This is an optimization exercise on Yosys and OpenROAD, whose aim is small area and a short achievable clock period, not a production implementation.
Only simulation tests tie the RTL to the original design; equivalence was not proved.
No activity file was given, so power comes from the tool's default toggle rates.

### design/flow/config.mk
export PLATFORM = sky130hd
export DESIGN_NAME = piped_wallace_mult
export DESIGN_NICKNAME = piped_wallace_mult
export VERILOG_FILES = /design/flow/design.v
export SDC_FILE = /design/flow/constraint.sdc
export NUM_CORES = 4
export LEC_CHECK = 0
export CAP_MARGIN = 20
export CORE_MARGIN = 2
export CORE_UTILIZATION = 40
export SETUP_SLACK_MARGIN = 0.95
export SLEW_MARGIN = 20
export SYNTH_HIERARCHICAL = 1
export SYNTH_MINIMUM_KEEP_SIZE = 0
export BUFFER_PORTS_ARGS = -buffer_cell sky130_fd_sc_hd__buf_1
### design/flow/constraint.sdc
create_clock -name core_clock -period 2.8 [get_ports {clock}]
set_input_delay 0.5600 -clock core_clock [delete_from_list [all_inputs] [get_ports {clock}]]
set_output_delay 0.5600 -clock core_clock [all_outputs]
set_load 0.01 [all_outputs]
### design/flow/design.v
module piped_wallace_mult(
    input wire clock, reset,
    input wire [15:0] x, y,
    output reg [31:0] prod
);
    reg [59:0] r1;
    reg [97:0] r2;
    reg [60:0] r3;
    reg v1, v2, v3;
    wire g1 = x[1] & x[0];
    wire q2 = x[1] ^ x[0];
    wire g3 = x[2] & x[1];
    wire q4 = x[2] ^ x[1];
    wire g5 = x[3] & x[2];
    wire q6 = x[3] ^ x[2];
    wire g7 = x[4] & x[3];
    wire q8 = x[4] ^ x[3];
    wire g9 = x[5] & x[4];
    wire q10 = x[5] ^ x[4];
    wire g11 = x[6] & x[5];
    wire q12 = x[6] ^ x[5];
    wire g13 = x[7] & x[6];
    wire q14 = x[7] ^ x[6];
    wire g15 = x[8] & x[7];
    wire q16 = x[8] ^ x[7];
    wire g17 = x[9] & x[8];
    wire q18 = x[9] ^ x[8];
    wire g19 = x[10] & x[9];
    wire q20 = x[10] ^ x[9];
    wire g21 = x[11] & x[10];
    wire q22 = x[11] ^ x[10];
    wire g23 = x[12] & x[11];
    wire q24 = x[12] ^ x[11];
    wire g25 = x[13] & x[12];
    wire q26 = x[13] ^ x[12];
    wire g27 = x[14] & x[13];
    wire q28 = x[14] ^ x[13];
    wire g29 = x[15] & x[14];
    wire q30 = x[15] ^ x[14];
    wire t31, u32;
    pfx i33 (.gh(g5), .ph(q6), .gl(g3), .pl(q4), .g(t31), .p(u32));
    wire t34, u35;
    pfx i36 (.gh(g9), .ph(q10), .gl(g7), .pl(q8), .g(t34), .p(u35));
    wire t37, u38;
    pfx i39 (.gh(g13), .ph(q14), .gl(g11), .pl(q12), .g(t37), .p(u38));
    wire t40, u41;
    pfx i42 (.gh(g17), .ph(q18), .gl(g15), .pl(q16), .g(t40), .p(u41));
    wire t43, u44;
    pfx i45 (.gh(g21), .ph(q22), .gl(g19), .pl(q20), .g(t43), .p(u44));
    wire t46, u47;
    pfx i48 (.gh(g25), .ph(q26), .gl(g23), .pl(q24), .g(t46), .p(u47));
    wire t49, u50;
    pfx i51 (.gh(g29), .ph(q30), .gl(g27), .pl(q28), .g(t49), .p(u50));
    wire t52;
    pfx_g i53 (.gh(g3), .ph(q4), .gl(g1), .g(t52));
    wire t54;
    pfx_g i55 (.gh(t31), .ph(u32), .gl(g1), .g(t54));
    wire t56, u57;
    pfx i58 (.gh(g11), .ph(q12), .gl(t34), .pl(u35), .g(t56), .p(u57));
    wire t59, u60;
    pfx i61 (.gh(t37), .ph(u38), .gl(t34), .pl(u35), .g(t59), .p(u60));
    wire t62, u63;
    pfx i64 (.gh(g19), .ph(q20), .gl(t40), .pl(u41), .g(t62), .p(u63));
    wire t65, u66;
    pfx i67 (.gh(t43), .ph(u44), .gl(t40), .pl(u41), .g(t65), .p(u66));
    wire t68, u69;
    pfx i70 (.gh(g27), .ph(q28), .gl(t46), .pl(u47), .g(t68), .p(u69));
    wire t71, u72;
    pfx i73 (.gh(t49), .ph(u50), .gl(t46), .pl(u47), .g(t71), .p(u72));
    wire t74;
    pfx_g i75 (.gh(g7), .ph(q8), .gl(t54), .g(t74));
    wire t76;
    pfx_g i77 (.gh(t34), .ph(u35), .gl(t54), .g(t76));
    wire t78;
    pfx_g i79 (.gh(t56), .ph(u57), .gl(t54), .g(t78));
    wire t80;
    pfx_g i81 (.gh(t59), .ph(u60), .gl(t54), .g(t80));
    wire t82, u83;
    pfx i84 (.gh(g23), .ph(q24), .gl(t65), .pl(u66), .g(t82), .p(u83));
    wire t85, u86;
    pfx i87 (.gh(t46), .ph(u47), .gl(t65), .pl(u66), .g(t85), .p(u86));
    wire t88, u89;
    pfx i90 (.gh(t68), .ph(u69), .gl(t65), .pl(u66), .g(t88), .p(u89));
    wire t91, u92;
    pfx i93 (.gh(t71), .ph(u72), .gl(t65), .pl(u66), .g(t91), .p(u92));
    wire t94;
    pfx_g i95 (.gh(g15), .ph(q16), .gl(t80), .g(t94));
    wire t96;
    pfx_g i97 (.gh(t40), .ph(u41), .gl(t80), .g(t96));
    wire t98;
    pfx_g i99 (.gh(t62), .ph(u63), .gl(t80), .g(t98));
    wire t100;
    pfx_g i101 (.gh(t65), .ph(u66), .gl(t80), .g(t100));
    wire t102;
    pfx_g i103 (.gh(t82), .ph(u83), .gl(t80), .g(t102));
    wire t104;
    pfx_g i105 (.gh(t85), .ph(u86), .gl(t80), .g(t104));
    wire t106;
    pfx_g i107 (.gh(t88), .ph(u89), .gl(t80), .g(t106));
    wire t108;
    pfx_g i109 (.gh(t91), .ph(u92), .gl(t80), .g(t108));
    wire t110 = x[15] & t108;
    wire z111 = q4 ^ g1;
    wire z112 = q6 ^ t52;
    wire z113 = q8 ^ t54;
    wire z114 = q10 ^ t74;
    wire z115 = q12 ^ t76;
    wire z116 = q14 ^ t78;
    wire z117 = q16 ^ t80;
    wire z118 = q18 ^ t94;
    wire z119 = q20 ^ t96;
    wire z120 = q22 ^ t98;
    wire z121 = q24 ^ t100;
    wire z122 = q26 ^ t102;
    wire z123 = q28 ^ t104;
    wire z124 = q30 ^ t106;
    wire z125 = x[15] ^ t108;
    wire p126 = ((r1[33] & r1[0]) | (r1[35] & r1[0])) ^ r1[37];
    wire p127 = ((r1[33] & r1[1]) | (r1[34] & r1[0]) | (r1[35] & r1[16])) ^ r1[37];
    wire p128 = ((r1[33] & r1[2]) | (r1[34] & r1[1]) | (r1[35] & r1[17]) | (r1[36] & r1[0])) ^ r1[37];
    wire p129 = ((r1[33] & r1[3]) | (r1[34] & r1[2]) | (r1[35] & r1[18]) | (r1[36] & r1[1])) ^ r1[37];
    wire p130 = ((r1[33] & r1[4]) | (r1[34] & r1[3]) | (r1[35] & r1[19]) | (r1[36] & r1[2])) ^ r1[37];
    wire p131 = ((r1[33] & r1[5]) | (r1[34] & r1[4]) | (r1[35] & r1[20]) | (r1[36] & r1[3])) ^ r1[37];
    wire p132 = ((r1[33] & r1[6]) | (r1[34] & r1[5]) | (r1[35] & r1[21]) | (r1[36] & r1[4])) ^ r1[37];
    wire p133 = ((r1[33] & r1[7]) | (r1[34] & r1[6]) | (r1[35] & r1[22]) | (r1[36] & r1[5])) ^ r1[37];
    wire p134 = ((r1[33] & r1[8]) | (r1[34] & r1[7]) | (r1[35] & r1[23]) | (r1[36] & r1[6])) ^ r1[37];
    wire p135 = ((r1[33] & r1[9]) | (r1[34] & r1[8]) | (r1[35] & r1[24]) | (r1[36] & r1[7])) ^ r1[37];
    wire p136 = ((r1[33] & r1[10]) | (r1[34] & r1[9]) | (r1[35] & r1[25]) | (r1[36] & r1[8])) ^ r1[37];
    wire p137 = ((r1[33] & r1[11]) | (r1[34] & r1[10]) | (r1[35] & r1[26]) | (r1[36] & r1[9])) ^ r1[37];
    wire p138 = ((r1[33] & r1[12]) | (r1[34] & r1[11]) | (r1[35] & r1[27]) | (r1[36] & r1[10])) ^ r1[37];
    wire p139 = ((r1[33] & r1[13]) | (r1[34] & r1[12]) | (r1[35] & r1[28]) | (r1[36] & r1[11])) ^ r1[37];
    wire p140 = ((r1[33] & r1[14]) | (r1[34] & r1[13]) | (r1[35] & r1[29]) | (r1[36] & r1[12])) ^ r1[37];
    wire p141 = ((r1[33] & r1[15]) | (r1[34] & r1[14]) | (r1[35] & r1[30]) | (r1[36] & r1[13])) ^ r1[37];
    wire p142 = ((r1[34] & r1[15]) | (r1[35] & r1[31]) | (r1[36] & r1[14])) ^ r1[37];
    wire p143 = ((r1[35] & r1[32]) | (r1[36] & r1[15])) ^ r1[37];
    wire p144 = ((r1[38] & r1[0]) | (r1[40] & r1[0])) ^ r1[42];
    wire p145 = ((r1[38] & r1[1]) | (r1[39] & r1[0]) | (r1[40] & r1[16])) ^ r1[42];
    wire p146 = ((r1[38] & r1[2]) | (r1[39] & r1[1]) | (r1[40] & r1[17]) | (r1[41] & r1[0])) ^ r1[42];
    wire p147 = ((r1[38] & r1[3]) | (r1[39] & r1[2]) | (r1[40] & r1[18]) | (r1[41] & r1[1])) ^ r1[42];
    wire p148 = ((r1[38] & r1[4]) | (r1[39] & r1[3]) | (r1[40] & r1[19]) | (r1[41] & r1[2])) ^ r1[42];
    wire p149 = ((r1[38] & r1[5]) | (r1[39] & r1[4]) | (r1[40] & r1[20]) | (r1[41] & r1[3])) ^ r1[42];
    wire p150 = ((r1[38] & r1[6]) | (r1[39] & r1[5]) | (r1[40] & r1[21]) | (r1[41] & r1[4])) ^ r1[42];
    wire p151 = ((r1[38] & r1[7]) | (r1[39] & r1[6]) | (r1[40] & r1[22]) | (r1[41] & r1[5])) ^ r1[42];
    wire p152 = ((r1[38] & r1[8]) | (r1[39] & r1[7]) | (r1[40] & r1[23]) | (r1[41] & r1[6])) ^ r1[42];
    wire p153 = ((r1[38] & r1[9]) | (r1[39] & r1[8]) | (r1[40] & r1[24]) | (r1[41] & r1[7])) ^ r1[42];
    wire p154 = ((r1[38] & r1[10]) | (r1[39] & r1[9]) | (r1[40] & r1[25]) | (r1[41] & r1[8])) ^ r1[42];
    wire p155 = ((r1[38] & r1[11]) | (r1[39] & r1[10]) | (r1[40] & r1[26]) | (r1[41] & r1[9])) ^ r1[42];
    wire p156 = ((r1[38] & r1[12]) | (r1[39] & r1[11]) | (r1[40] & r1[27]) | (r1[41] & r1[10])) ^ r1[42];
    wire p157 = ((r1[38] & r1[13]) | (r1[39] & r1[12]) | (r1[40] & r1[28]) | (r1[41] & r1[11])) ^ r1[42];
    wire p158 = ((r1[38] & r1[14]) | (r1[39] & r1[13]) | (r1[40] & r1[29]) | (r1[41] & r1[12])) ^ r1[42];
    wire p159 = ((r1[38] & r1[15]) | (r1[39] & r1[14]) | (r1[40] & r1[30]) | (r1[41] & r1[13])) ^ r1[42];
    wire p160 = ((r1[39] & r1[15]) | (r1[40] & r1[31]) | (r1[41] & r1[14])) ^ r1[42];
    wire p161 = ((r1[40] & r1[32]) | (r1[41] & r1[15])) ^ r1[42];
    wire p162 = ((r1[43] & r1[0]) | (r1[45] & r1[0])) ^ r1[47];
    wire p163 = ((r1[43] & r1[1]) | (r1[44] & r1[0]) | (r1[45] & r1[16])) ^ r1[47];
    wire p164 = ((r1[43] & r1[2]) | (r1[44] & r1[1]) | (r1[45] & r1[17]) | (r1[46] & r1[0])) ^ r1[47];
    wire p165 = ((r1[43] & r1[3]) | (r1[44] & r1[2]) | (r1[45] & r1[18]) | (r1[46] & r1[1])) ^ r1[47];
    wire p166 = ((r1[43] & r1[4]) | (r1[44] & r1[3]) | (r1[45] & r1[19]) | (r1[46] & r1[2])) ^ r1[47];
    wire p167 = ((r1[43] & r1[5]) | (r1[44] & r1[4]) | (r1[45] & r1[20]) | (r1[46] & r1[3])) ^ r1[47];
    wire p168 = ((r1[43] & r1[6]) | (r1[44] & r1[5]) | (r1[45] & r1[21]) | (r1[46] & r1[4])) ^ r1[47];
    wire p169 = ((r1[43] & r1[7]) | (r1[44] & r1[6]) | (r1[45] & r1[22]) | (r1[46] & r1[5])) ^ r1[47];
    wire p170 = ((r1[43] & r1[8]) | (r1[44] & r1[7]) | (r1[45] & r1[23]) | (r1[46] & r1[6])) ^ r1[47];
    wire p171 = ((r1[43] & r1[9]) | (r1[44] & r1[8]) | (r1[45] & r1[24]) | (r1[46] & r1[7])) ^ r1[47];
    wire p172 = ((r1[43] & r1[10]) | (r1[44] & r1[9]) | (r1[45] & r1[25]) | (r1[46] & r1[8])) ^ r1[47];
    wire p173 = ((r1[43] & r1[11]) | (r1[44] & r1[10]) | (r1[45] & r1[26]) | (r1[46] & r1[9])) ^ r1[47];
    wire p174 = ((r1[43] & r1[12]) | (r1[44] & r1[11]) | (r1[45] & r1[27]) | (r1[46] & r1[10])) ^ r1[47];
    wire p175 = ((r1[43] & r1[13]) | (r1[44] & r1[12]) | (r1[45] & r1[28]) | (r1[46] & r1[11])) ^ r1[47];
    wire p176 = ((r1[43] & r1[14]) | (r1[44] & r1[13]) | (r1[45] & r1[29]) | (r1[46] & r1[12])) ^ r1[47];
    wire p177 = ((r1[43] & r1[15]) | (r1[44] & r1[14]) | (r1[45] & r1[30]) | (r1[46] & r1[13])) ^ r1[47];
    wire p178 = ((r1[44] & r1[15]) | (r1[45] & r1[31]) | (r1[46] & r1[14])) ^ r1[47];
    wire p179 = ((r1[45] & r1[32]) | (r1[46] & r1[15])) ^ r1[47];
    wire p180 = ((r1[48] & r1[0]) | (r1[50] & r1[0])) ^ r1[52];
    wire p181 = ((r1[48] & r1[1]) | (r1[49] & r1[0]) | (r1[50] & r1[16])) ^ r1[52];
    wire p182 = ((r1[48] & r1[2]) | (r1[49] & r1[1]) | (r1[50] & r1[17]) | (r1[51] & r1[0])) ^ r1[52];
    wire p183 = ((r1[48] & r1[3]) | (r1[49] & r1[2]) | (r1[50] & r1[18]) | (r1[51] & r1[1])) ^ r1[52];
    wire p184 = ((r1[48] & r1[4]) | (r1[49] & r1[3]) | (r1[50] & r1[19]) | (r1[51] & r1[2])) ^ r1[52];
    wire p185 = ((r1[48] & r1[5]) | (r1[49] & r1[4]) | (r1[50] & r1[20]) | (r1[51] & r1[3])) ^ r1[52];
    wire p186 = ((r1[48] & r1[6]) | (r1[49] & r1[5]) | (r1[50] & r1[21]) | (r1[51] & r1[4])) ^ r1[52];
    wire p187 = ((r1[48] & r1[7]) | (r1[49] & r1[6]) | (r1[50] & r1[22]) | (r1[51] & r1[5])) ^ r1[52];
    wire p188 = ((r1[48] & r1[8]) | (r1[49] & r1[7]) | (r1[50] & r1[23]) | (r1[51] & r1[6])) ^ r1[52];
    wire p189 = ((r1[48] & r1[9]) | (r1[49] & r1[8]) | (r1[50] & r1[24]) | (r1[51] & r1[7])) ^ r1[52];
    wire p190 = ((r1[48] & r1[10]) | (r1[49] & r1[9]) | (r1[50] & r1[25]) | (r1[51] & r1[8])) ^ r1[52];
    wire p191 = ((r1[48] & r1[11]) | (r1[49] & r1[10]) | (r1[50] & r1[26]) | (r1[51] & r1[9])) ^ r1[52];
    wire p192 = ((r1[48] & r1[12]) | (r1[49] & r1[11]) | (r1[50] & r1[27]) | (r1[51] & r1[10])) ^ r1[52];
    wire p193 = ((r1[48] & r1[13]) | (r1[49] & r1[12]) | (r1[50] & r1[28]) | (r1[51] & r1[11])) ^ r1[52];
    wire p194 = ((r1[48] & r1[14]) | (r1[49] & r1[13]) | (r1[50] & r1[29]) | (r1[51] & r1[12])) ^ r1[52];
    wire p195 = ((r1[48] & r1[15]) | (r1[49] & r1[14]) | (r1[50] & r1[30]) | (r1[51] & r1[13])) ^ r1[52];
    wire p196 = ((r1[49] & r1[15]) | (r1[50] & r1[31]) | (r1[51] & r1[14])) ^ r1[52];
    wire p197 = ((r1[50] & r1[32]) | (r1[51] & r1[15])) ^ r1[52];
    wire p198 = ((r1[53] & r1[0]) | (r1[55] & r1[0])) ^ r1[57];
    wire p199 = ((r1[53] & r1[1]) | (r1[54] & r1[0]) | (r1[55] & r1[16])) ^ r1[57];
    wire p200 = ((r1[53] & r1[2]) | (r1[54] & r1[1]) | (r1[55] & r1[17]) | (r1[56] & r1[0])) ^ r1[57];
    wire p201 = ((r1[53] & r1[3]) | (r1[54] & r1[2]) | (r1[55] & r1[18]) | (r1[56] & r1[1])) ^ r1[57];
    wire p202 = ((r1[53] & r1[4]) | (r1[54] & r1[3]) | (r1[55] & r1[19]) | (r1[56] & r1[2])) ^ r1[57];
    wire p203 = ((r1[53] & r1[5]) | (r1[54] & r1[4]) | (r1[55] & r1[20]) | (r1[56] & r1[3])) ^ r1[57];
    wire p204 = ((r1[53] & r1[6]) | (r1[54] & r1[5]) | (r1[55] & r1[21]) | (r1[56] & r1[4])) ^ r1[57];
    wire p205 = ((r1[53] & r1[7]) | (r1[54] & r1[6]) | (r1[55] & r1[22]) | (r1[56] & r1[5])) ^ r1[57];
    wire p206 = ((r1[53] & r1[8]) | (r1[54] & r1[7]) | (r1[55] & r1[23]) | (r1[56] & r1[6])) ^ r1[57];
    wire p207 = ((r1[53] & r1[9]) | (r1[54] & r1[8]) | (r1[55] & r1[24]) | (r1[56] & r1[7])) ^ r1[57];
    wire p208 = ((r1[53] & r1[10]) | (r1[54] & r1[9]) | (r1[55] & r1[25]) | (r1[56] & r1[8])) ^ r1[57];
    wire p209 = ((r1[53] & r1[11]) | (r1[54] & r1[10]) | (r1[55] & r1[26]) | (r1[56] & r1[9])) ^ r1[57];
    wire p210 = ((r1[53] & r1[12]) | (r1[54] & r1[11]) | (r1[55] & r1[27]) | (r1[56] & r1[10])) ^ r1[57];
    wire p211 = ((r1[53] & r1[13]) | (r1[54] & r1[12]) | (r1[55] & r1[28]) | (r1[56] & r1[11])) ^ r1[57];
    wire p212 = ((r1[53] & r1[14]) | (r1[54] & r1[13]) | (r1[55] & r1[29]) | (r1[56] & r1[12])) ^ r1[57];
    wire p213 = ((r1[53] & r1[15]) | (r1[54] & r1[14]) | (r1[55] & r1[30]) | (r1[56] & r1[13])) ^ r1[57];
    wire p214 = ((r1[54] & r1[15]) | (r1[55] & r1[31]) | (r1[56] & r1[14])) ^ r1[57];
    wire p215 = ((r1[55] & r1[32]) | (r1[56] & r1[15])) ^ r1[57];
    wire p216 = (r1[58] & r1[0]);
    wire p217 = (r1[58] & r1[1]) | (r1[59] & r1[0]);
    wire p218 = (r1[58] & r1[2]) | (r1[59] & r1[1]);
    wire p219 = (r1[58] & r1[3]) | (r1[59] & r1[2]);
    wire p220 = (r1[58] & r1[4]) | (r1[59] & r1[3]);
    wire p221 = (r1[58] & r1[5]) | (r1[59] & r1[4]);
    wire p222 = (r1[58] & r1[6]) | (r1[59] & r1[5]);
    wire p223 = (r1[58] & r1[7]) | (r1[59] & r1[6]);
    wire p224 = (r1[58] & r1[8]) | (r1[59] & r1[7]);
    wire p225 = (r1[58] & r1[9]) | (r1[59] & r1[8]);
    wire p226 = (r1[58] & r1[10]) | (r1[59] & r1[9]);
    wire p227 = (r1[58] & r1[11]) | (r1[59] & r1[10]);
    wire p228 = (r1[58] & r1[12]) | (r1[59] & r1[11]);
    wire p229 = (r1[58] & r1[13]) | (r1[59] & r1[12]);
    wire p230 = (r1[58] & r1[14]) | (r1[59] & r1[13]);
    wire p231 = (r1[58] & r1[15]) | (r1[59] & r1[14]);
    wire p232 = (r1[59] & r1[15]);
    wire p233 = ~r1[37];
    wire p234 = ~r1[42];
    wire p235 = ~r1[47];
    wire p236 = ~r1[52];
    wire p237 = ~r1[57];
    wire s238 = p135 ^ p150;
    wire c239 = p135 & p150;
    wire s240 = p136 ^ p151;
    wire c241 = p136 & p151;
    wire s242 = p137 ^ p152;
    wire c243 = p137 & p152;
    wire s244 = p138 ^ p153 ^ p168;
    wire c245 = (p138 & p153) | (p138 & p168) | (p153 & p168);
    wire s246 = p183 ^ p198;
    wire c247 = p183 & p198;
    wire s248 = p139 ^ p154 ^ p169;
    wire c249 = (p139 & p154) | (p139 & p169) | (p154 & p169);
    wire s250 = p184 ^ p199;
    wire c251 = p184 & p199;
    wire s252 = p140 ^ p155 ^ p170;
    wire c253 = (p140 & p155) | (p140 & p170) | (p155 & p170);
    wire s254 = p185 ^ p200;
    wire c255 = p185 & p200;
    wire s256 = p141 ^ p156 ^ p171;
    wire c257 = (p141 & p156) | (p141 & p171) | (p156 & p171);
    wire s258 = p186 ^ p201 ^ p216;
    wire c259 = (p186 & p201) | (p186 & p216) | (p201 & p216);
    wire s260 = p142 ^ p157 ^ p172;
    wire c261 = (p142 & p157) | (p142 & p172) | (p157 & p172);
    wire s262 = p187 ^ p202 ^ p217;
    wire c263 = (p187 & p202) | (p187 & p217) | (p202 & p217);
    wire s264 = p143 ^ p158 ^ p173;
    wire c265 = (p143 & p158) | (p143 & p173) | (p158 & p173);
    wire s266 = p188 ^ p203 ^ p218;
    wire c267 = (p188 & p203) | (p188 & p218) | (p203 & p218);
    wire s268 = p159 ^ p174 ^ p189;
    wire c269 = (p159 & p174) | (p159 & p189) | (p174 & p189);
    wire s270 = p204 ^ p219 ^ r1[37];
    wire c271 = (p204 & p219) | (p204 & r1[37]) | (p219 & r1[37]);
    wire s272 = p160 ^ p175 ^ p190;
    wire c273 = (p160 & p175) | (p160 & p190) | (p175 & p190);
    wire s274 = p205 ^ p220 ^ r1[37];
    wire c275 = (p205 & p220) | (p205 & r1[37]) | (p220 & r1[37]);
    wire s276 = p161 ^ p176 ^ p191;
    wire c277 = (p161 & p176) | (p161 & p191) | (p176 & p191);
    wire s278 = p206 ^ p221 ^ r1[37];
    wire c279 = (p206 & p221) | (p206 & r1[37]) | (p221 & r1[37]);
    wire s280 = p177 ^ p192 ^ p207;
    wire c281 = (p177 & p192) | (p177 & p207) | (p192 & p207);
    wire s282 = p222 ^ p233 ^ p234;
    wire c283 = (p222 & p233) | (p222 & p234) | (p233 & p234);
    wire s284 = p178 ^ p193 ^ p208;
    wire c285 = (p178 & p193) | (p178 & p208) | (p193 & p208);
    wire s286 = p223 ^ 1'b1;
    wire c287 = p223 & 1'b1;
    wire s288 = p179 ^ p194 ^ p209;
    wire c289 = (p179 & p194) | (p179 & p209) | (p194 & p209);
    wire s290 = p224 ^ 1'b1;
    wire c291 = p224 & 1'b1;
    wire s292 = p195 ^ p210 ^ p225;
    wire c293 = (p195 & p210) | (p195 & p225) | (p210 & p225);
    wire s294 = p196 ^ p211;
    wire c295 = p196 & p211;
    wire s296 = p197 ^ p212;
    wire c297 = p197 & p212;
    wire s298 = p129 ^ p144 ^ r1[42];
    wire c299 = (p129 & p144) | (p129 & r1[42]) | (p144 & r1[42]);
    wire s300 = p132 ^ p147 ^ p162;
    wire c301 = (p132 & p147) | (p132 & p162) | (p147 & p162);
    wire s302 = p133 ^ p148 ^ p163;
    wire c303 = (p133 & p148) | (p133 & p163) | (p148 & p163);
    wire s304 = p213 ^ p228 ^ p236;
    wire c305 = (p213 & p228) | (p213 & p236) | (p228 & p236);
    wire s306 = p214 ^ p229 ^ 1'b1;
    wire c307 = (p214 & p229) | (p214 & 1'b1) | (p229 & 1'b1);
    wire s308 = p215 ^ p230 ^ 1'b1;
    wire c309 = (p215 & p230) | (p215 & 1'b1) | (p230 & 1'b1);
    wire s310 = r2[14] ^ r2[15];
    wire c311 = r2[14] & r2[15];
    wire s312 = r2[18] ^ r2[19] ^ r2[20];
    wire c313 = (r2[18] & r2[19]) | (r2[18] & r2[20]) | (r2[19] & r2[20]);
    wire s314 = r2[22] ^ r2[23] ^ r2[24];
    wire c315 = (r2[22] & r2[23]) | (r2[22] & r2[24]) | (r2[23] & r2[24]);
    wire s316 = r2[26] ^ r2[27] ^ r2[28];
    wire c317 = (r2[26] & r2[27]) | (r2[26] & r2[28]) | (r2[27] & r2[28]);
    wire s318 = r2[30] ^ r2[31] ^ r2[32];
    wire c319 = (r2[30] & r2[31]) | (r2[30] & r2[32]) | (r2[31] & r2[32]);
    wire s320 = r2[34] ^ r2[35] ^ r2[36];
    wire c321 = (r2[34] & r2[35]) | (r2[34] & r2[36]) | (r2[35] & r2[36]);
    wire s322 = r2[38] ^ r2[39] ^ r2[40];
    wire c323 = (r2[38] & r2[39]) | (r2[38] & r2[40]) | (r2[39] & r2[40]);
    wire s324 = r2[42] ^ r2[43] ^ r2[44];
    wire c325 = (r2[42] & r2[43]) | (r2[42] & r2[44]) | (r2[43] & r2[44]);
    wire s326 = r2[46] ^ r2[47] ^ r2[48];
    wire c327 = (r2[46] & r2[47]) | (r2[46] & r2[48]) | (r2[47] & r2[48]);
    wire s328 = r2[50] ^ r2[51] ^ r2[52];
    wire c329 = (r2[50] & r2[51]) | (r2[50] & r2[52]) | (r2[51] & r2[52]);
    wire s330 = r2[54] ^ r2[55] ^ r2[56];
    wire c331 = (r2[54] & r2[55]) | (r2[54] & r2[56]) | (r2[55] & r2[56]);
    wire s332 = r2[58] ^ r2[59] ^ r2[60];
    wire c333 = (r2[58] & r2[59]) | (r2[58] & r2[60]) | (r2[59] & r2[60]);
    wire s334 = r2[62] ^ r2[63] ^ r2[64];
    wire c335 = (r2[62] & r2[63]) | (r2[62] & r2[64]) | (r2[63] & r2[64]);
    wire s336 = r2[66] ^ r2[67] ^ r2[68];
    wire c337 = (r2[66] & r2[67]) | (r2[66] & r2[68]) | (r2[67] & r2[68]);
    wire s338 = r2[70] ^ r2[71] ^ r2[72];
    wire c339 = (r2[70] & r2[71]) | (r2[70] & r2[72]) | (r2[71] & r2[72]);
    wire s340 = r2[74] ^ r2[75] ^ r2[76];
    wire c341 = (r2[74] & r2[75]) | (r2[74] & r2[76]) | (r2[75] & r2[76]);
    wire s342 = r2[78] ^ r2[79] ^ r2[80];
    wire c343 = (r2[78] & r2[79]) | (r2[78] & r2[80]) | (r2[79] & r2[80]);
    wire s344 = r2[82] ^ r2[83] ^ r2[84];
    wire c345 = (r2[82] & r2[83]) | (r2[82] & r2[84]) | (r2[83] & r2[84]);
    wire s346 = r2[85] ^ r2[86] ^ r2[87];
    wire c347 = (r2[85] & r2[86]) | (r2[85] & r2[87]) | (r2[86] & r2[87]);
    wire s348 = r2[5] ^ r2[6];
    wire c349 = r2[5] & r2[6];
    wire s350 = r2[8] ^ r2[9];
    wire c351 = r2[8] & r2[9];
    wire s352 = r2[10] ^ r2[11];
    wire c353 = r2[10] & r2[11];
    wire s354 = r2[12] ^ r2[13];
    wire c355 = r2[12] & r2[13];
    wire s356 = s310 ^ r2[16] ^ r2[17];
    wire c357 = (s310 & r2[16]) | (s310 & r2[17]) | (r2[16] & r2[17]);
    wire s358 = c311 ^ s312 ^ r2[21];
    wire c359 = (c311 & s312) | (c311 & r2[21]) | (s312 & r2[21]);
    wire s360 = c313 ^ s314 ^ r2[25];
    wire c361 = (c313 & s314) | (c313 & r2[25]) | (s314 & r2[25]);
    wire s362 = c315 ^ s316 ^ r2[29];
    wire c363 = (c315 & s316) | (c315 & r2[29]) | (s316 & r2[29]);
    wire s364 = c317 ^ s318 ^ r2[33];
    wire c365 = (c317 & s318) | (c317 & r2[33]) | (s318 & r2[33]);
    wire s366 = c319 ^ s320 ^ r2[37];
    wire c367 = (c319 & s320) | (c319 & r2[37]) | (s320 & r2[37]);
    wire s368 = c321 ^ s322 ^ r2[41];
    wire c369 = (c321 & s322) | (c321 & r2[41]) | (s322 & r2[41]);
    wire s370 = c323 ^ s324 ^ r2[45];
    wire c371 = (c323 & s324) | (c323 & r2[45]) | (s324 & r2[45]);
    wire s372 = c325 ^ s326 ^ r2[49];
    wire c373 = (c325 & s326) | (c325 & r2[49]) | (s326 & r2[49]);
    wire s374 = c327 ^ s328 ^ r2[53];
    wire c375 = (c327 & s328) | (c327 & r2[53]) | (s328 & r2[53]);
    wire s376 = c329 ^ s330 ^ r2[57];
    wire c377 = (c329 & s330) | (c329 & r2[57]) | (s330 & r2[57]);
    wire s378 = c331 ^ s332 ^ r2[61];
    wire c379 = (c331 & s332) | (c331 & r2[61]) | (s332 & r2[61]);
    wire s380 = c333 ^ s334 ^ r2[65];
    wire c381 = (c333 & s334) | (c333 & r2[65]) | (s334 & r2[65]);
    wire s382 = c335 ^ s336 ^ r2[69];
    wire c383 = (c335 & s336) | (c335 & r2[69]) | (s336 & r2[69]);
    wire s384 = c337 ^ s338 ^ r2[73];
    wire c385 = (c337 & s338) | (c337 & r2[73]) | (s338 & r2[73]);
    wire s386 = c339 ^ s340 ^ r2[77];
    wire c387 = (c339 & s340) | (c339 & r2[77]) | (s340 & r2[77]);
    wire s388 = c341 ^ s342 ^ r2[81];
    wire c389 = (c341 & s342) | (c341 & r2[81]) | (s342 & r2[81]);
    wire s390 = c343 ^ s344 ^ 1'b1;
    wire c391 = (c343 & s344) | (c343 & 1'b1) | (s344 & 1'b1);
    wire s392 = c345 ^ s346 ^ 1'b1;
    wire c393 = (c345 & s346) | (c345 & 1'b1) | (s346 & 1'b1);
    wire s394 = c347 ^ r2[88] ^ r2[89];
    wire c395 = (c347 & r2[88]) | (c347 & r2[89]) | (r2[88] & r2[89]);
    wire s396 = r2[90] ^ r2[91];
    wire c397 = r2[90] & r2[91];
    wire s398 = r2[92] ^ r2[93];
    wire c399 = r2[92] & r2[93];
    wire s400 = r2[94] ^ r2[95] ^ r2[96];
    wire c401 = (r2[94] & r2[95]) | (r2[94] & r2[96]) | (r2[95] & r2[96]);
    wire s402 = r2[97] ^ 1'b1;
    wire c403 = r2[97] & 1'b1;
    wire t404 = r3[2] & r3[0];
    wire u405 = r3[4] & r3[3];
    wire t406, u407;
    pfx i408 (.gh(r3[7]), .ph(r3[8]), .gl(r3[5]), .pl(r3[6]), .g(t406), .p(u407));
    wire t409, u410;
    pfx i411 (.gh(r3[11]), .ph(r3[12]), .gl(r3[9]), .pl(r3[10]), .g(t409), .p(u410));
    wire t412, u413;
    pfx i414 (.gh(r3[15]), .ph(r3[16]), .gl(r3[13]), .pl(r3[14]), .g(t412), .p(u413));
    wire t415, u416;
    pfx i417 (.gh(r3[19]), .ph(r3[20]), .gl(r3[17]), .pl(r3[18]), .g(t415), .p(u416));
    wire t418, u419;
    pfx i420 (.gh(r3[23]), .ph(r3[24]), .gl(r3[21]), .pl(r3[22]), .g(t418), .p(u419));
    wire t421, u422;
    pfx i423 (.gh(r3[27]), .ph(r3[28]), .gl(r3[25]), .pl(r3[26]), .g(t421), .p(u422));
    wire t424, u425;
    pfx i426 (.gh(r3[31]), .ph(r3[32]), .gl(r3[29]), .pl(r3[30]), .g(t424), .p(u425));
    wire t427, u428;
    pfx i429 (.gh(r3[35]), .ph(r3[36]), .gl(r3[33]), .pl(r3[34]), .g(t427), .p(u428));
    wire t430, u431;
    pfx i432 (.gh(r3[39]), .ph(r3[40]), .gl(r3[37]), .pl(r3[38]), .g(t430), .p(u431));
    wire t433, u434;
    pfx i435 (.gh(r3[43]), .ph(r3[44]), .gl(r3[41]), .pl(r3[42]), .g(t433), .p(u434));
    wire t436, u437;
    pfx i438 (.gh(r3[47]), .ph(r3[48]), .gl(r3[45]), .pl(r3[46]), .g(t436), .p(u437));
    wire t439, u440;
    pfx i441 (.gh(r3[51]), .ph(r3[52]), .gl(r3[49]), .pl(r3[50]), .g(t439), .p(u440));
    wire t442, u443;
    pfx i444 (.gh(r3[55]), .ph(r3[56]), .gl(r3[53]), .pl(r3[54]), .g(t442), .p(u443));
    wire t445 = r3[3] & t404;
    wire t446 = u405 & t404;
    wire t447, u448;
    pfx i449 (.gh(r3[9]), .ph(r3[10]), .gl(t406), .pl(u407), .g(t447), .p(u448));
    wire t450, u451;
    pfx i452 (.gh(t409), .ph(u410), .gl(t406), .pl(u407), .g(t450), .p(u451));
    wire t453, u454;
    pfx i455 (.gh(r3[17]), .ph(r3[18]), .gl(t412), .pl(u413), .g(t453), .p(u454));
    wire t456, u457;
    pfx i458 (.gh(t415), .ph(u416), .gl(t412), .pl(u413), .g(t456), .p(u457));
    wire t459, u460;
    pfx i461 (.gh(r3[25]), .ph(r3[26]), .gl(t418), .pl(u419), .g(t459), .p(u460));
    wire t462, u463;
    pfx i464 (.gh(t421), .ph(u422), .gl(t418), .pl(u419), .g(t462), .p(u463));
    wire t465, u466;
    pfx i467 (.gh(r3[33]), .ph(r3[34]), .gl(t424), .pl(u425), .g(t465), .p(u466));
    wire t468, u469;
    pfx i470 (.gh(t427), .ph(u428), .gl(t424), .pl(u425), .g(t468), .p(u469));
    wire t471, u472;
    pfx i473 (.gh(r3[41]), .ph(r3[42]), .gl(t430), .pl(u431), .g(t471), .p(u472));
    wire t474, u475;
    pfx i476 (.gh(t433), .ph(u434), .gl(t430), .pl(u431), .g(t474), .p(u475));
    wire t477, u478;
    pfx i479 (.gh(r3[49]), .ph(r3[50]), .gl(t436), .pl(u437), .g(t477), .p(u478));
    wire t480, u481;
    pfx i482 (.gh(t439), .ph(u440), .gl(t436), .pl(u437), .g(t480), .p(u481));
    wire t483, u484;
    pfx i485 (.gh(r3[57]), .ph(r3[58]), .gl(t442), .pl(u443), .g(t483), .p(u484));
    wire t486;
    pfx_g i487 (.gh(r3[5]), .ph(r3[6]), .gl(t446), .g(t486));
    wire t488;
    pfx_g i489 (.gh(t406), .ph(u407), .gl(t446), .g(t488));
    wire t490;
    pfx_g i491 (.gh(t447), .ph(u448), .gl(t446), .g(t490));
    wire t492;
    pfx_g i493 (.gh(t450), .ph(u451), .gl(t446), .g(t492));
    wire t494, u495;
    pfx i496 (.gh(r3[21]), .ph(r3[22]), .gl(t456), .pl(u457), .g(t494), .p(u495));
    wire t497, u498;
    pfx i499 (.gh(t418), .ph(u419), .gl(t456), .pl(u457), .g(t497), .p(u498));
    wire t500, u501;
    pfx i502 (.gh(t459), .ph(u460), .gl(t456), .pl(u457), .g(t500), .p(u501));
    wire t503, u504;
    pfx i505 (.gh(t462), .ph(u463), .gl(t456), .pl(u457), .g(t503), .p(u504));
    wire t506, u507;
    pfx i508 (.gh(r3[37]), .ph(r3[38]), .gl(t468), .pl(u469), .g(t506), .p(u507));
    wire t509, u510;
    pfx i511 (.gh(t430), .ph(u431), .gl(t468), .pl(u469), .g(t509), .p(u510));
    wire t512, u513;
    pfx i514 (.gh(t471), .ph(u472), .gl(t468), .pl(u469), .g(t512), .p(u513));
    wire t515, u516;
    pfx i517 (.gh(t474), .ph(u475), .gl(t468), .pl(u469), .g(t515), .p(u516));
    wire t518, u519;
    pfx i520 (.gh(r3[53]), .ph(r3[54]), .gl(t480), .pl(u481), .g(t518), .p(u519));
    wire t521, u522;
    pfx i523 (.gh(t442), .ph(u443), .gl(t480), .pl(u481), .g(t521), .p(u522));
    wire t524, u525;
    pfx i526 (.gh(t483), .ph(u484), .gl(t480), .pl(u481), .g(t524), .p(u525));
    wire t527;
    pfx_g i528 (.gh(r3[13]), .ph(r3[14]), .gl(t492), .g(t527));
    wire t529;
    pfx_g i530 (.gh(t412), .ph(u413), .gl(t492), .g(t529));
    wire t531;
    pfx_g i532 (.gh(t453), .ph(u454), .gl(t492), .g(t531));
    wire t533;
    pfx_g i534 (.gh(t456), .ph(u457), .gl(t492), .g(t533));
    wire t535;
    pfx_g i536 (.gh(t494), .ph(u495), .gl(t492), .g(t535));
    wire t537;
    pfx_g i538 (.gh(t497), .ph(u498), .gl(t492), .g(t537));
    wire t539;
    pfx_g i540 (.gh(t500), .ph(u501), .gl(t492), .g(t539));
    wire t541;
    pfx_g i542 (.gh(t503), .ph(u504), .gl(t492), .g(t541));
    wire t543, u544;
    pfx i545 (.gh(r3[45]), .ph(r3[46]), .gl(t515), .pl(u516), .g(t543), .p(u544));
    wire t546, u547;
    pfx i548 (.gh(t436), .ph(u437), .gl(t515), .pl(u516), .g(t546), .p(u547));
    wire t549, u550;
    pfx i551 (.gh(t477), .ph(u478), .gl(t515), .pl(u516), .g(t549), .p(u550));
    wire t552, u553;
    pfx i554 (.gh(t480), .ph(u481), .gl(t515), .pl(u516), .g(t552), .p(u553));
    wire t555, u556;
    pfx i557 (.gh(t518), .ph(u519), .gl(t515), .pl(u516), .g(t555), .p(u556));
    wire t558, u559;
    pfx i560 (.gh(t521), .ph(u522), .gl(t515), .pl(u516), .g(t558), .p(u559));
    wire t561, u562;
    pfx i563 (.gh(t524), .ph(u525), .gl(t515), .pl(u516), .g(t561), .p(u562));
    wire t564;
    pfx_g i565 (.gh(r3[29]), .ph(r3[30]), .gl(t541), .g(t564));
    wire t566;
    pfx_g i567 (.gh(t424), .ph(u425), .gl(t541), .g(t566));
    wire t568;
    pfx_g i569 (.gh(t465), .ph(u466), .gl(t541), .g(t568));
    wire t570;
    pfx_g i571 (.gh(t468), .ph(u469), .gl(t541), .g(t570));
    wire t572;
    pfx_g i573 (.gh(t506), .ph(u507), .gl(t541), .g(t572));
    wire t574;
    pfx_g i575 (.gh(t509), .ph(u510), .gl(t541), .g(t574));
    wire t576;
    pfx_g i577 (.gh(t512), .ph(u513), .gl(t541), .g(t576));
    wire t578;
    pfx_g i579 (.gh(t515), .ph(u516), .gl(t541), .g(t578));
    wire t580;
    pfx_g i581 (.gh(t543), .ph(u544), .gl(t541), .g(t580));
    wire t582;
    pfx_g i583 (.gh(t546), .ph(u547), .gl(t541), .g(t582));
    wire t584;
    pfx_g i585 (.gh(t549), .ph(u550), .gl(t541), .g(t584));
    wire t586;
    pfx_g i587 (.gh(t552), .ph(u553), .gl(t541), .g(t586));
    wire t588;
    pfx_g i589 (.gh(t555), .ph(u556), .gl(t541), .g(t588));
    wire t590;
    pfx_g i591 (.gh(t558), .ph(u559), .gl(t541), .g(t590));
    wire t592;
    pfx_g i593 (.gh(t561), .ph(u562), .gl(t541), .g(t592));
    wire z594 = r3[2] ^ r3[0];
    wire z595 = r3[3] ^ t404;
    wire z596 = r3[4] ^ t445;
    wire z597 = r3[6] ^ t446;
    wire z598 = r3[8] ^ t486;
    wire z599 = r3[10] ^ t488;
    wire z600 = r3[12] ^ t490;
    wire z601 = r3[14] ^ t492;
    wire z602 = r3[16] ^ t527;
    wire z603 = r3[18] ^ t529;
    wire z604 = r3[20] ^ t531;
    wire z605 = r3[22] ^ t533;
    wire z606 = r3[24] ^ t535;
    wire z607 = r3[26] ^ t537;
    wire z608 = r3[28] ^ t539;
    wire z609 = r3[30] ^ t541;
    wire z610 = r3[32] ^ t564;
    wire z611 = r3[34] ^ t566;
    wire z612 = r3[36] ^ t568;
    wire z613 = r3[38] ^ t570;
    wire z614 = r3[40] ^ t572;
    wire z615 = r3[42] ^ t574;
    wire z616 = r3[44] ^ t576;
    wire z617 = r3[46] ^ t578;
    wire z618 = r3[48] ^ t580;
    wire z619 = r3[50] ^ t582;
    wire z620 = r3[52] ^ t584;
    wire z621 = r3[54] ^ t586;
    wire z622 = r3[56] ^ t588;
    wire z623 = r3[58] ^ t590;
    wire z624 = r3[60] ^ t592;
    wire [31:0] result = {z624, z623, z622, z621, z620, z619, z618, z617, z616, z615, z614, z613, z612, z611, z610, z609, z608, z607, z606, z605, z604, z603, z602, z601, z600, z599, z598, z597, z596, z595, z594, r3[1]};
    always @(posedge clock) begin
        r1 <= {(y[14] & y[15]), (y[14] & ~y[15]) | (~y[14] & y[15]), y[14], (y[11] & y[12] & y[13] & ~y[14]) | (~y[11] & ~y[12] & ~y[13] & y[14]), (y[11] & ~y[12] & y[13] & ~y[14]) | (~y[11] & y[12] & y[13] & ~y[14]) | (y[11] & ~y[12] & ~y[13] & y[14]) | (~y[11] & y[12] & ~y[13] & y[14]), (y[11] & y[12] & ~y[13] & ~y[14]) | (~y[11] & ~y[12] & y[13] & ~y[14]) | (y[11] & y[12] & ~y[13] & y[14]) | (~y[11] & ~y[12] & y[13] & y[14]), (y[11] & ~y[12] & ~y[13] & ~y[14]) | (~y[11] & y[12] & ~y[13] & ~y[14]) | (y[11] & ~y[12] & y[13] & y[14]) | (~y[11] & y[12] & y[13] & y[14]), y[11], (y[8] & y[9] & y[10] & ~y[11]) | (~y[8] & ~y[9] & ~y[10] & y[11]), (y[8] & ~y[9] & y[10] & ~y[11]) | (~y[8] & y[9] & y[10] & ~y[11]) | (y[8] & ~y[9] & ~y[10] & y[11]) | (~y[8] & y[9] & ~y[10] & y[11]), (y[8] & y[9] & ~y[10] & ~y[11]) | (~y[8] & ~y[9] & y[10] & ~y[11]) | (y[8] & y[9] & ~y[10] & y[11]) | (~y[8] & ~y[9] & y[10] & y[11]), (y[8] & ~y[9] & ~y[10] & ~y[11]) | (~y[8] & y[9] & ~y[10] & ~y[11]) | (y[8] & ~y[9] & y[10] & y[11]) | (~y[8] & y[9] & y[10] & y[11]), y[8], (y[5] & y[6] & y[7] & ~y[8]) | (~y[5] & ~y[6] & ~y[7] & y[8]), (y[5] & ~y[6] & y[7] & ~y[8]) | (~y[5] & y[6] & y[7] & ~y[8]) | (y[5] & ~y[6] & ~y[7] & y[8]) | (~y[5] & y[6] & ~y[7] & y[8]), (y[5] & y[6] & ~y[7] & ~y[8]) | (~y[5] & ~y[6] & y[7] & ~y[8]) | (y[5] & y[6] & ~y[7] & y[8]) | (~y[5] & ~y[6] & y[7] & y[8]), (y[5] & ~y[6] & ~y[7] & ~y[8]) | (~y[5] & y[6] & ~y[7] & ~y[8]) | (y[5] & ~y[6] & y[7] & y[8]) | (~y[5] & y[6] & y[7] & y[8]), y[5], (y[2] & y[3] & y[4] & ~y[5]) | (~y[2] & ~y[3] & ~y[4] & y[5]), (y[2] & ~y[3] & y[4] & ~y[5]) | (~y[2] & y[3] & y[4] & ~y[5]) | (y[2] & ~y[3] & ~y[4] & y[5]) | (~y[2] & y[3] & ~y[4] & y[5]), (y[2] & y[3] & ~y[4] & ~y[5]) | (~y[2] & ~y[3] & y[4] & ~y[5]) | (y[2] & y[3] & ~y[4] & y[5]) | (~y[2] & ~y[3] & y[4] & y[5]), (y[2] & ~y[3] & ~y[4] & ~y[5]) | (~y[2] & y[3] & ~y[4] & ~y[5]) | (y[2] & ~y[3] & y[4] & y[5]) | (~y[2] & y[3] & y[4] & y[5]), y[2], (~y[0] & ~y[1] & y[2]), (y[0] & y[1] & ~y[2]) | (y[0] & ~y[1] & y[2]), (~y[0] & y[1] & ~y[2]) | (~y[0] & y[1] & y[2]), (y[0] & ~y[1] & ~y[2]) | (y[0] & y[1] & y[2]), t110, z125, z124, z123, z122, z121, z120, z119, z118, z117, z116, z115, z114, z113, z112, z111, q2, x[15], x[14], x[13], x[12], x[11], x[10], x[9], x[8], x[7], x[6], x[5], x[4], x[3], x[2], x[1], x[0]};
        r2 <= {p232, p237, p231, c309, s308, c307, s306, c305, s304, c297, p227, s296, c295, p226, s294, c293, p235, s292, c291, c289, s290, s288, c287, c285, s286, s284, c283, c281, s282, s280, c279, c277, s278, s276, c275, c273, s274, s272, c271, c269, s270, s268, c267, c265, s266, s264, c263, c261, s262, s260, c259, c257, s258, s256, c255, c253, s254, s252, c251, c249, s250, s248, c247, c245, r1[57], s246, s244, c243, p182, p167, s242, c241, p181, p166, s240, c239, r1[52], p180, p165, s238, p164, p149, p134, c303, s302, c301, r1[47], s300, p146, p131, p145, p130, c299, s298, p128, p127, r1[37], p126};
        r3 <= {c401 ^ s402, c401 & s402, c399 ^ s400, c399 & s400, c397 ^ s398, c397 & s398, c395 ^ s396, c395 & s396, c393 ^ s394, c393 & s394, c391 ^ s392, c391 & s392, c389 ^ s390, c389 & s390, c387 ^ s388, c387 & s388, c385 ^ s386, c385 & s386, c383 ^ s384, c383 & s384, c381 ^ s382, c381 & s382, c379 ^ s380, c379 & s380, c377 ^ s378, c377 & s378, c375 ^ s376, c375 & s376, c373 ^ s374, c373 & s374, c371 ^ s372, c371 & s372, c369 ^ s370, c369 & s370, c367 ^ s368, c367 & s368, c365 ^ s366, c365 & s366, c363 ^ s364, c363 & s364, c361 ^ s362, c361 & s362, c359 ^ s360, c359 & s360, c357 ^ s358, c357 & s358, c355 ^ s356, c355 & s356, c353 ^ s354, c353 & s354, c351 ^ s352, c351 & s352, c349 ^ s350, c349 & s350, s348 ^ r2[7], s348 & r2[7], r2[4], r2[3], r2[2], r2[0] ^ r2[1], r2[0] & r2[1]};
    end
    always @(posedge clock or posedge reset)
        if (reset) begin
            v1 <= 1'b0; v2 <= 1'b0; v3 <= 1'b0; prod <= 32'd0;
        end else begin
            v1 <= 1'b1; v2 <= v1; v3 <= v2;
            prod <= v3 ? result : 32'd0;
        end
endmodule
module pfx(input wire gh, ph, gl, pl, output wire g, p);
    assign g = gh | (ph & gl);
    assign p = ph & pl;
endmodule
module pfx_g(input wire gh, ph, gl, output wire g);
    assign g = gh | (ph & gl);
endmodule
### design/flow/flow/run.sh
#!/bin/bash
# The standard layout (standard.sh, unchanged synthesis), except that the
# port buffers are plain buffers instead of delay cells. Tool output: standard.log
# here and ORFS's own logs under orfs/logs.
set -e
echo 'export BUFFER_PORTS_ARGS = -buffer_cell sky130_fd_sc_hd__buf_1' >> "$FLOW_CONFIG"
bash standard.sh > standard.log 2>&1
### design/flow/standard.sh
#!/bin/bash
# synth_recipe.tcl (not shown) runs the flow's synth.tcl, then flattens the netlist and writes it again
# the make line also repeats each setting of config.mk as NAME=value (left out here)
make -C /OpenROAD-flow-scripts/flow DESIGN_CONFIG=/design/flow/config.mk WORK_HOME=/design/flow/orfs CLKGATE_MAP_FILE= SYNTH_SCRIPT=/design/flow/synth_recipe.tcl "${@:-finish}"
==> results of run 1 <==
[sequential cells by signal, indices dropped and copies added (netlist names)]
register	flops
v1	1
r3	60
r1	60
prod	32
v2	1
v3	1
r2	98
[layout make-up]
| class | instances | area (sq um) |
|---|---|---|
| Timing Repair Buffer | 105 | 551.8 |
| Clock inverter | 9 | 67.56 |
| Sequential cell | 253 | 5294 |
| Inverter | 50 | 187.7 |
| Fill cell | 2906 | 17230 |
| Clock buffer | 38 | 787.0 |
| Multi-Input combinational cell | 688 | 6930 |
| Tap cell | 402 | 503.0 |
[where the power goes]
part	total, mW	switching (mW)	internal, mW
Clock	3.34	1.38	1.96
Sequential	5.58	0.799	4.78
Combinational	4.86	2.39	2.47
Total	13.8	4.57	9.21
[worst max-delay path: cells and delay by family, from the launching register on]
family | cells | cell delay (ns)
DFF | 1 | 0.32
adders and majority gates | 3 | 1.30
buffers and inverters | 2 | 0.10
[kinds of logic after synthesis]
family                     Yosys count
xor gates and xnor gates           142
and+or+nand+nor                    135
adders and majority gates          126
other                                1
AOI/OAI and AO/OA                  283
buffers and inverters              138
DFF                                253
[Yosys stat by module (local to each module, per instance)]
| module | cell area (sq um) | copies in the design | cells inside | flops+latches |
|---|---|---|---|---|
| pfx | 13.76 | 61 | 2 | 0 |
| pfx_g | 7.507 | 41 | 1 | 0 |
| piped_wallace_mult | 11700 | 1 | 915 | 253 |
[metrics by stage]
stage | utilization | power, mW
2_1_floorplan | - | 9.005
3_3_place_gp | 0.4210 | 10.26
3_5_place_dp | 0.4210 | 10.36
4_1_cts | 0.4516 | 13.94
5_1_grt | 0.4538 | 14.99
6_report | 0.4538 | 13.78
[Yosys cell counts (all sizes together), types with 4 or more instances]
library cell,number
nor2,9
clkbuf,18
dfxtp,218
nand2,13
ha,66
xor2,42
nand4b,4
xnor2,99
inv,50
buf,70
nor2b,7
a22o,80
dfrtp,35
a222oi,10
and2,95
a22oi,11
a221oi,69
fa,60
or4b,4
o21ai,9
a21o,102
[what timing repair did]
item | 4_1_cts | 5_1_grt
buffers inserted | 3 | 2
pin swaps | 7 | 14
setup endpoints to repair | 46 | 41
resized for setup | 37 | 21
gates cloned | 1 | 0
[how the worst max path moves through the flow]
stage	slack, ns	start	depth (start not counted)	endpoint
2_1_floorplan	0.87	x[1]	6	r1[31]
3_3_place_gp	0.51	x[2]	7	r1[31]
3_5_place_dp	0.49	x[2]	7	r1[31]
4_1_cts	0.95	r3[0]	7	prod[30]
5_1_grt	0.91	r2[20]	5	r3[16]
6_report	0.97	r2[20]	5	r3[16]
[routing by layer]
metal  wire length [microns]  up-vias
met4                     361        0
met1                   12980     3751
met2                   11370      173
li1                        -     3873
met3                    1318       36
met5                       0        -
==> run notes, run 1 <==
Global route:
- The pin count of the biggest net entering global routing is 33.
- For this run, the total global-route usage over all layers was measured as 0.1577.
- The number of antenna violations at the first check in global routing was 0.
- The total overflow reported by the global router is 0.
- The number of global-route vias before repair is ~8k.
- The first global-routing pass estimated 43150 microns of wire.
- The global routing stage identified its most utilized layer as met2.
- For met3 alone, demand over resource in global routing was 0.02204.
- The met2 global-route usage is 0.2500.
- For met1 alone, demand over resource in global routing was 0.2291.

Clocking:
- The number of buffers on the longest clock path is 3.
- Clock tree synthesis inserted a total of 27 buffers.
- After clock tree synthesis, the flow added hold-fix buffers numbering 0.
- The clock network latency to the later pin of the worst-skew pair is between 0.5 and 0.6 ns.
- CTS built an H-tree with a depth of 1.
- The cell at the root of the clock tree is clkbuf_16.
- After clock tree synthesis, the clock-pin slew on the worst setup and hold paths is 0.06 ns.
- For this design, the sink count on the clock tree is 253.
- TritonCTS built the clock tree.

Worst setup path:
- The endpoint identified for the worst register-to-register timing path is r3[16].
- The critical register-to-register path startpoint is r2[20].
- The number of cells on the worst reg-to-reg path is 5.
- The delay contributed by the slowest stage of the critical path is between 0.5 and 0.6 ns.
- The largest individual stage delay along the critical path comes from the cell fa_1.
- Traced cell by cell, the critical path runs through fa_1 > inv_1 > fa_1 > inv_1 > ha_1.
- Of all nets on the critical path, the largest fanout is 1.
- The type of origin of the critical path is a flop.
- At the worst endpoint, the required time is 3.23 ns.
- The worst setup path is of the flop to flop kind.
- STA classifies the critical path endpoint as a flop.
- The data arrival time of the critical path is 2.26 ns.
- The flop-to-flop setup slack is between 0.9 and 1 ns.

Logic synthesis:
- The mapped netlist covers 12840 sq um.
- The synthesized-area fraction occupied by ao, oa, aoi and oai cells is 0.2086.
- The dominant synthesized flop cell is dfxtp_1.
- By area, the combinational part of the netlist is dominated by compound AO/OA/AOI/OAI gates.
- Of the total synthesized cell area, the portion taken by AND, OR, NAND and NOR gates is 0.06341.
- The number of synthesized flops with an enable pin is 0.
- The cell count after synthesis came out at between 1k and 1.5k.
- Of the synthesized area, sequential elements account for 0.4079.
- The xor and xnor area share after synthesis is 0.09790.
- The share of synthesized area in the top cell type comes to 0.3398.
- In this run the mean area of a mapped cell was 11.92 sq um.
- Of the total synthesized cell area, the portion taken by full adders, half adders and majority gates is 0.1578.
- The fraction of synthesized area in multiplexers is 0.
- Sorting the synthesized cells by area gives the leading types as dfxtp_1 (34%), fa_1 (9.4%), dfrtp_1 (6.8%).
- Of all flip-flops after synthesis, the portion carrying an async set or reset was 0.1383.
- After synthesis, the netlist uses 36 different library cells.
- Counting every net in the synthesized netlist gives 1238.
- The library cell with the largest summed area after synthesis is dfxtp_1.
- In this run, synthesis produced a sequential element count of 253.
- For this run, the number of Yosys warnings is 7.

Floorplanning:
- From bottom edge to top edge, the die measures approximately 180 microns.
- The die area is 33560 sq um.
- From left edge to right edge, the die measures approximately 180 microns.
- The area of the core region is between 30000 and 40000 sq um.
- The number of placed I/O pins is between 60 and 70.
- The effective utilization at floorplan is 0.4071.
- After floorplanning, the core was divided into 65 placement rows.

Timing:
- The final sum of negative setup slack is 0 ns.
- The final hold violation count is 0.
- The final critical delay including setup and external delays is around 1.8 ns.
- The maximum clock skew at final layout is around 0.018 ns.
- The post-route fraction of the period consumed by the critical path is 0.6537.
- The actual slew at the worst max-slew pin is between 0.8 and 0.9 ns.
- The timing-limited maximum frequency is roughly 550 MHz.
- The worst pin sits at a relative slew slack of 0.4476.
- Setup repair after global routing could not meet its margin everywhere.
- The total count of max-transition violations in the final report is 0.
- Setup violations remaining at the end of the flow were counted as 0.
- On the final layout, the worst hold slack is between 0.1 and 0.15 ns.
- The worst path meets setup with ~0.97 ns of slack.

Power:
- In this run the power density over the cells is around 960 nW/um^2.
- For this design the static power due to leakage is roughly 6.4 nW.
- The worst voltage drop across the vdd grid is ~0.45 mV.

Flow run:
- Across the run, the number of max-cap violations was 0.

Layout:
- Relative to the synthesized area, the layout overhead comes to 11.49%.
- The number of nets in the layout is 1285.
- The number of antenna repair diodes is 0.
- The share of post-route cells with drive strength above 1 is 0.1767.
- In the layout the commonest cells are dfxtp_1 (183), a21o_1 (98), xnor2_1 (97).
- The final non-filler cell total is approximately 1.5k.
- The final non-filler cell area is 14320 sq um.
- The most common cell after layout, fill and taps aside is dfxtp_1.

Place:
- Counting tap cells, the placed design contains a total of ~1.5k instances.
- The count of port buffers added during placement is between 60 and 70.
- The post-placement cell area is 13290 sq um.
- Timing analysis after detailed placement gives a worst setup slack of between 0.4 and 0.5 ns.
- The placer's final routability congestion estimate is approximately 0.85.
- The HPWL after detailed placement is slightly below 20000 microns.

Min path:
- The path category of the worst min-delay check is input port to async pin.

Route:
- The mean routed wirelength per cell is between 15 and 20 microns.
- The number of iterations in the first detailed-routing pass is 5.
- After detailed routing, the number of remaining DRC violations is 0.
- The routed design has 26030 microns of wire.
- Once detail routing completed, the nets flagged for antenna violations numbered 0.
- The routed via count is a little under 8k.
- The post-detailed-route via-to-cell ratio is between 5 and 6.
- The detailed router finished its first iteration with between 400 and 500 violations.

Status:
- The flow ran to the end and the layout has no timing, DRC or antenna violations.
==> run 2: changes to the inputs <==
--- a/design/flow/config.mk
+++ b/design/flow/config.mk
@@ -7,7 +7,7 @@
 export LEC_CHECK = 0
 export CAP_MARGIN = 20
 export CORE_MARGIN = 2
-export CORE_UTILIZATION = 40
+export CORE_UTILIZATION = 58
 export SETUP_SLACK_MARGIN = 0.95
 export SLEW_MARGIN = 20
 export SYNTH_HIERARCHICAL = 1
==> run 2 against run 1 <==
Compared with the run above:
- clock power increased by 13%
- critical path depth decreased by 2
- worst hold slack got worse by 0.073 ns
- sequential power about the same
- global-route usage increased by 6.8 points
- cell count decreased by 7.5%
- first-iteration DRC count increased by 39%
- setup slack got worse by 0.013 ns
- clock skew increased by 0.0032 ns
- non-clock buffer count increased by 5
- largest cell class unchanged
- largest power group unchanged
==> run notes, run 2 <==
Worst setup path:
- The data arrival time of the critical path is 2.23 ns (was 2.26 ns).
- The element type at the critical path end is a flop (unchanged).
- The type of origin of the critical path is a flop (unchanged).
- The worst path required time is 3.19 ns (was 3.23 ns).
- The cell count of the worst reg-to-reg path is 3 (was 5).
- The maximum fanout count along the critical path is 12 (was 1).
- The kind of critical path is flop to flop (unchanged).

Floorplanning:
- The height of the chip is 152.8 microns (was 183.2 microns).
- The width of the die came to 152.8 microns (was 183.2 microns).
- The die area came to 23350 sq um (was 33560 sq um).
- The number of placed I/O pins was 66 (unchanged).
- The row count is 54 (was 65).
- The effective utilization at floorplan was 0.5904 (was 0.4071).
- The area of the core region is 21760 sq um (was 31560 sq um).

Route:
- The routed via count is 7876 (was 7833).
- The number of nets with antenna violations after routing was 0 (unchanged).
- The total wire length is 25870 microns (was 26030 microns).
- The post-detailed-route via-to-cell ratio is 5.512 (was 5.070).
- The iteration-0 DRC count of the detailed router came to 590 (was 425).
- The number of iterations in the first detailed-routing pass is 5 (unchanged).
- The post-route DRC violation count is 0 (unchanged).
- The mean routed wirelength per cell is 18.10 microns (was 16.85 microns).

Clocking:
- The clock network latency to the later pin of the worst-skew pair is 0.54 ns (about the same).
- The total clock buffers created by CTS is 26 (was 27).
- The cell at the root of the clock tree is clkbuf_16 (unchanged).
- The number of buffers on the longest clock path came to 3 (unchanged).
- The clock tree from TritonCTS is yes (unchanged).
- The deepest level of the CTS H-tree was 1 (unchanged).
- The quantity of hold-fixing buffers added after cts was 0 (unchanged).
- The clock sink total is 253 (unchanged).
- The clock-pin slew of the registers on the worst-case setup and hold paths is 0.06 ns (about the same).

Place:
- The placer's final routability congestion estimate is 0.8917 (was 0.8465).
- The count of port buffers added during placement was 65 (unchanged).
- The HPWL after detailed placement came to 18820 microns (was 19580 microns).
- The worst setup slack before clock tree synthesis is 0.4464 ns (was 0.4854 ns).

Layout:
- The share of post-route cells with drive strength above 1 is 0.1828 (was 0.1767).
- Top flop regs: r2: 98 flops, r1: 60 flops, r3: 60 flops (unchanged).
- Commonest cells after routing, fill and taps aside: dfxtp_1 (180), xnor2_1 (99), a21o_1 (98) (was dfxtp_1 (183), a21o_1 (98), xnor2_1 (97)).
- The most common cell after layout, fill and taps aside is dfxtp_1 (unchanged).
- The register with the most flip-flops is r2 (unchanged).
- The number of nets in the layout was 1289 (was 1285).
- The synthesis-to-finish area growth is 11.25% (was 11.49%).
- The number of flip-flops under the largest register name is 98 (unchanged).
- The number of antenna repair diodes came to 0 (unchanged).

Logic synthesis:
- The number of warning messages in the yosys log is 7 (unchanged).
- The number of synthesized flops with an enable pin is 0 (unchanged).
- The fraction of synthesis flops using an asynchronous set or reset pin is 0.1383 (unchanged).
- The area share of the largest cell type after synthesis is 0.3398 (unchanged).
- The area of the mapped netlist is 12840 sq um (unchanged).
- The share of the yosys chip area belonging to registers came to 0.4079 (unchanged).
- The total nets after synthesis is 1238 (unchanged).
- The number of distinct library cell variants in the gate-level netlist after synthesis is 36 (unchanged).
- The most numerous cell in the Yosys netlist is dfxtp_1 (unchanged).
- The dominant synthesized flop cell is dfxtp_1 (unchanged).
- Most instantiated cells after synthesis: dfxtp_1 (218), a21o_1 (102), xnor2_1 (99) (unchanged).
- The library cell with the largest summed area after synthesis was dfxtp_1 (unchanged).
- The instance count of the mapped netlist is 1078 (unchanged).
- Leading post-synthesis cells by cell area: dfxtp_1 (34%), fa_1 (9.4%), dfrtp_1 (6.8%) (unchanged).
- The post-synthesis area per instance came to 11.92 sq um (unchanged).
- The number of synthesized register bits is 253 (unchanged).

Power:
- The share of total power in combinational logic was 0.344 (was 0.353).
- The switching fraction of total power is 0.3217 (was 0.3317).
- The worst voltage drop across the vdd grid is 0.5137 mV (was 0.4466 mV).
- The power density relative to cell area is 998.7 nW/um^2 (was 962.0 nW/um^2).
- The leakage dissipation is 6.497 nW (was 6.448 nW).
- The internal power contribution is 9.681 mW (was 9.208 mW).
- The power dissipated by switching net loads is 4.591 mW (was 4.570 mW).
- The sequential power share is 0.391 (was 0.405).
- The clock power share is 0.265 (was 0.243).

Timing:
- The actual slew at the worst max-slew pin is 0.8400 ns (was 0.8275 ns).
- The timing-limited maximum frequency came to 542.4 MHz (was 546.4 MHz).
- The maximum clock skew at final layout is 0.02127 ns (was 0.01810 ns).
- The setup violation total in the final timing report is 0 (unchanged).
- The post-route fraction of the period consumed by the critical path came to 0.6585 (was 0.6537).
- The final sum of negative setup slack is 0 ns (unchanged).
- RSZ-0062 raised after global routing: yes (unchanged).
- The final worst-path setup slack is 0.9562 ns (was 0.9697 ns).
- The final hold violation count is 0 (unchanged).
- The final critical delay including setup and external delays is 1.844 ns (was 1.830 ns).
- The headroom to the max-slew limit was 0.4392 (was 0.4476).
- The total count of max-transition violations in the final report is 0 (unchanged).

Global route:
- The first-pass GRT wire length was 43130 microns (was 43150 microns).
- The total overflow reported by the global router is 0 (unchanged).
- The number of antenna violations at the first check in global routing is 0 (unchanged).
- The number of global-route vias before repair is 7989 (was 8001).
- The pin count of the biggest net entering global routing is 36 (was 33).
- The aggregate global-route resource usage is 0.2252 (was 0.1577).

Min path:
- The path category of the worst min-delay check was input port to async pin (unchanged).

Flow run:
- The max-capacitance violation count was 0 (unchanged).

Status:
- Result of the run: complete, no violations (unchanged).
## run 2: worst paths after layout
kind	startpoint	end	slack, ns
worst max-delay path	r1[34]	r2[13]	0.96
worst min-delay path	reset	prod[7]	0.07
worst max register to register	r1[34]	r2[13]	0.96
worst min register to register	r2[4]	r3[4]	0.33
max in group asynchronous	reset	prod[31]	2.42
min in group core_clock	x[0]	r1[0]	0.15
## run 2: per-stage QoR
| stage | instance area [sq um] | utilization | power, mW | hold WS [ns] | cells |
|---|---|---|---|---|---|
| final | 14290 | 0.6568 | 14.27 | 0.07206 | 1429 |
| after global routing | 14290 | 0.6568 | 15.47 | 0.1081 | 1429 |
| after CTS | 14210 | 0.6532 | 14.34 | 0.06978 | 1423 |
| after detailed placement | 13150 | 0.6043 | 10.40 | 0.3143 | 1372 |
| after global placement | 13150 | 0.6043 | 10.27 | 0.3127 | 1372 |
| after floorplan | 12910 | - | 9.005 | 0.3096 | 1078 |
## run 2: layer usage
metal | wire [microns] | track usage
met1 | 12870 | 0.3379
met3 | 1456 | 0.03686
met2 | 11040 | 0.3385
met4 | 501 | 0.06217
met5 | 0 | 0
## run 2: power groups by stage
stage	logic (mW)	clock network, mW	registers, mW
2_1_floorplan	3.61	0	5.39
3_3_place_gp	4.64	0	5.63
3_5_place_dp	4.74	0	5.66
4_1_cts	4.90	3.86	5.58
5_1_grt	5.74	4.01	5.72
6_report	4.91	3.78	5.59
## run 2: critical path, cell delays in order (launching register included)
cell,delay (ns)
dfxtp_1,0.77
a221oi_2,0.17
xnor2_1,0.28
fa_1,0.49
## run 2: logic make-up after synthesis
| family | count (synthesis) | share of synthesized area |
|---|---|---|
| compound gates | 283 | 0.2086 |
| flops | 253 | 0.4079 |
| xor+xnor | 142 | 0.09790 |
| buf+inv | 138 | 0.06410 |
| simple gates | 135 | 0.06341 |
| fa+ha+maj | 126 | 0.1578 |
| other cells | 1 | 0.0002919 |
## run 2: per-module statistics from Yosys, one instance, submodules excluded
module,cells,flip-flops and latches
piped_wallace_mult,915,253
pfx_g,1,0
pfx,2,0
## run 2: final cells by class
type / count / area (sq um)
clock inverter: 15 / 229.0
fill: 1736 / 7466
timing repair buffer: 110 / 585.6
clock buffer: 33 / 749.5
sequential: 253 / 5293
multi-input combinational: 688 / 6895
inverter: 50 / 187.7
tap: 280 / 350.3
## run 2: timing repair
item / 4_1_cts / 5_1_grt
resized for setup: 34 / 20
gates cloned: 1 / 0
pin swaps: 7 / 16
buffers inserted: 2 / 6
endpoints found under the setup margin: 59 / 35

[re-timing with driven ports]
How much do the figures lean on ideal ports? The routed layouts below were timed once more, with nothing changed but the port constraints. Step 1 assumes that a clkbuf_16 drives the clock port and a buf_2 every other input. Step 2 times the ports against the registers' clock, not the clock port: input delays grow and output delays shrink by t, the midpoint of the rising clock arrivals with the driver on. Three values: ideal ports, drivers, drivers and shift; two values: the first two.
run | t (ns) | slack for setup (ns) | worst setup path after step 2
run 1 | 0.579 | 0.970 / 0.970 / 0.444 | input to register
run 2 | 0.573 | 0.956 / 0.956 / 0.468 | input to register
After both steps setup and hold are still met in every run listed. For run 1, which loses most, drivers alone change the setup slack by 0.000 ns; drivers and shift together by -0.526 ns.
